Background: an optimization exercise with open tools, aiming at small area, a short achievable clock period and few clock cycles. Do not read the settings as production practice. In this exercise RTL edits were held to simulation tests only and were not proved equivalent to the original. No activity file was given, so power comes from the tool's default toggle rates.

## CPU
module CPU(clk, rst, imem_addr, imem_rdata, dmem_addr, dmem_wdata, dmem_we, dmem_rdata);
For scale: roughly 4,800 cells after synthesis, ~1,300 flip-flops, ~160 I/O pins.
clock: 10.0 ns
lec_check: 0
cap_margin: 20
core_area: 2.3 2.72 361.9 361.48
cts_cluster_diameter: 60
cts_cluster_size: 20
die_area: 0 0 364.2 364.2
place_density: 0.7
slew_margin: 20
standard.sh (not shown) runs the stock make flow with config.mk's settings and CLKGATE_MAP_FILE= SYNTH_SCRIPT=/design/flow/synth_recipe.tcl, a recipe that flattens the netlist after the stock synthesis.
==> flow/flow/run.sh <==
#!/bin/bash
# Layout flow: the standard ORFS flow (standard.sh, standard synthesis and
# all steps unchanged) with two settings changed:
#  - the port buffers are plain buf_4 cells instead of delay buffers.
# make's full output goes to standard.log here; ORFS's own step logs are in orfs/logs.
set -euo pipefail
cd "$(dirname "$0")/.."
bash standard.sh SETUP_SLACK_MARGIN=6.5 "BUFFER_PORTS_ARGS=-buffer_cell sky130_fd_sc_hd__buf_4" finish > standard.log 2>&1
Testbench counts at the start, summed over its fixed seeds: cycles 311,396.
Next try:
--- a/flow/flow/run.sh
+++ b/flow/flow/run.sh
@@ -7,2 +7,2 @@
 cd "$(dirname "$0")/.."
-bash standard.sh SETUP_SLACK_MARGIN=6.5 "BUFFER_PORTS_ARGS=-buffer_cell sky130_fd_sc_hd__buf_4" finish > standard.log 2>&1
+bash standard.sh SETUP_SLACK_MARGIN=6.3 "BUFFER_PORTS_ARGS=-buffer_cell sky130_fd_sc_hd__buf_4" finish > standard.log 2>&1
--- a/flow/config.mk
+++ b/flow/config.mk
@@ -12,3 +12,2 @@
 export DIE_AREA = 0 0 364.2 364.2
-export PLACE_DENSITY = 0.7
 export SLEW_MARGIN = 20
=> Cell area goes down by 0.69%; via count goes down by 2.3%; clock skew goes down by 0.016 ns; synthesized area is unchanged.
Next try:
--- a/flow/flow/run.sh
+++ b/flow/flow/run.sh
@@ -7,2 +7,2 @@
 cd "$(dirname "$0")/.."
-bash standard.sh SETUP_SLACK_MARGIN=6.3 "BUFFER_PORTS_ARGS=-buffer_cell sky130_fd_sc_hd__buf_4" finish > standard.log 2>&1
+bash standard.sh SETUP_SLACK_MARGIN=6.7 "BUFFER_PORTS_ARGS=-buffer_cell sky130_fd_sc_hd__buf_4" finish > standard.log 2>&1
The new run passed the timing, design-rule and antenna checks; final area went up by 4.1%; critical path depth does not change; worst setup slack improves by 0.076 ns; wire length went up by 1.8%; clock skew barely changes.

---

Starting RTL as in the previous note.
Settings: LEC_CHECK=0, CAP_MARGIN=20, CORE_AREA=2.3 2.72 361.9 361.48, CTS_CLUSTER_DIAMETER=60, CTS_CLUSTER_SIZE=25, DIE_AREA=0 0 364.2 364.2, PLACE_DENSITY=0.7, SLEW_MARGIN=20; clock period 10.0 ns.
==> flow/flow/run.sh <==
#!/bin/bash
# Layout flow: the standard ORFS flow (standard.sh, standard synthesis and
# all steps unchanged) with two settings changed:
#  - the port buffers are plain buf_4 cells instead of delay buffers.
# make's full output goes to standard.log here; ORFS's own step logs are in orfs/logs.
set -euo pipefail
cd "$(dirname "$0")/.."
bash standard.sh SETUP_SLACK_MARGIN=6.6 "BUFFER_PORTS_ARGS=-buffer_cell sky130_fd_sc_hd__buf_4" finish > standard.log 2>&1
Testbench counts at the start, summed over its fixed seeds: cycles 311,396.
Rerun with:
--- a/flow/flow/run.sh
+++ b/flow/flow/run.sh
@@ -7,2 +7,2 @@
 cd "$(dirname "$0")/.."
-bash standard.sh SETUP_SLACK_MARGIN=6.6 "BUFFER_PORTS_ARGS=-buffer_cell sky130_fd_sc_hd__buf_4" finish > standard.log 2>&1
+bash standard.sh SETUP_SLACK_MARGIN=6.8 "BUFFER_PORTS_ARGS=-buffer_cell sky130_fd_sc_hd__buf_4" finish > standard.log 2>&1
CTS_CLUSTER_SIZE = 30   (was 25)
- The new run ran to the end with no violations
- hold slack loses 0.015 ns
- wire length grows by 2.4%
- maximum frequency grows by 0.46%
- cell count grows by 2.2%
- critical path depth grows by 1
- via count grows by 3.9%
- global-route usage grows by 0.51 points
- clock power grows by about 2%
- first-iteration DRC count grows by 8.7%
- non-clock buffer count grows by 147
Rerun with:
--- a/flow/flow/run.sh
+++ b/flow/flow/run.sh
@@ -7,2 +7,2 @@
 cd "$(dirname "$0")/.."
-bash standard.sh SETUP_SLACK_MARGIN=6.8 "BUFFER_PORTS_ARGS=-buffer_cell sky130_fd_sc_hd__buf_4" finish > standard.log 2>&1
+bash standard.sh SETUP_SLACK_MARGIN=6.6 "BUFFER_PORTS_ARGS=-buffer_cell sky130_fd_sc_hd__buf_4" finish > standard.log 2>&1
CTS_CLUSTER_SIZE = 20   (was 30)
Outcome: Clock skew stays flat; synthesized cell count is unchanged; die area is unchanged; final cell count decreases by 1.4%; utilization decreases by 1.8 points; worst hold slack improved by 0.0095 ns; final area decreases by 3.1%; clock-buffer cell count increases by 5.
Rerun with:
--- a/flow/flow/run.sh
+++ b/flow/flow/run.sh
@@ -7,2 +7,2 @@
 cd "$(dirname "$0")/.."
-bash standard.sh SETUP_SLACK_MARGIN=6.6 "BUFFER_PORTS_ARGS=-buffer_cell sky130_fd_sc_hd__buf_4" finish > standard.log 2>&1
+bash standard.sh SETUP_SLACK_MARGIN=6.5 "BUFFER_PORTS_ARGS=-buffer_cell sky130_fd_sc_hd__buf_4" finish > standard.log 2>&1
PLACE_DENSITY = unset   (was 0.7)
What happened: Design area fell by 0.75%. Die area is unchanged. Setup slack degrades by 0.13 ns. Sequential cell count stays the same. Total power increases by 1.9%. Synthesized area is unchanged. Non-clock buffer count falls by 16. Utilization decreases by 0.42 points. Sequential share of layout area came out higher by 0.34 points.

==> separate check: timing with driven ports <==
The results above use ideal ports. As a check the final layouts listed here were re-extracted and re-timed, cells and wires unchanged. Step 1, drivers: a clkbuf_16 drives clk and a buf_2 each remaining input, both assumed. Step 2 moves the port delays by t, midway between the first and last clock arrival at a register: inputs arrive t later, outputs are due t later. That takes back most of the time a late clock gives input paths. a / b / c = ideal ports / drivers / drivers and shift; a / b = the first two.
run	shift t [ns]	setup slack, ns	hold slack, ns
the first run of note 1	0.807	6.267 / 6.268 / 5.883	0.373 / 0.373 / 0.373
the second run of note 1	0.822	6.181 / 6.181 / 5.939	0.379 / 0.379 / 0.379
the third run of note 1	0.830	6.257 / 6.257 / 5.964	0.380 / 0.380 / 0.380
the first run of note 2	0.822	6.418 / 6.418 / 5.851	0.386 / 0.386 / 0.386
the second run of note 2	0.799	6.434 / 6.434 / 5.976	0.371 / 0.371 / 0.371
the third run of note 2	0.817	6.424 / 6.424 / 5.911	0.381 / 0.381 / 0.381
the fourth run of note 2	0.824	6.291 / 6.291 / 5.860	0.379 / 0.379 / 0.379
After both steps every run listed still meets setup and hold. For the first run of note 2, which loses most, drivers alone change the setup slack by 0.000 ns; drivers and shift together by -0.567 ns.
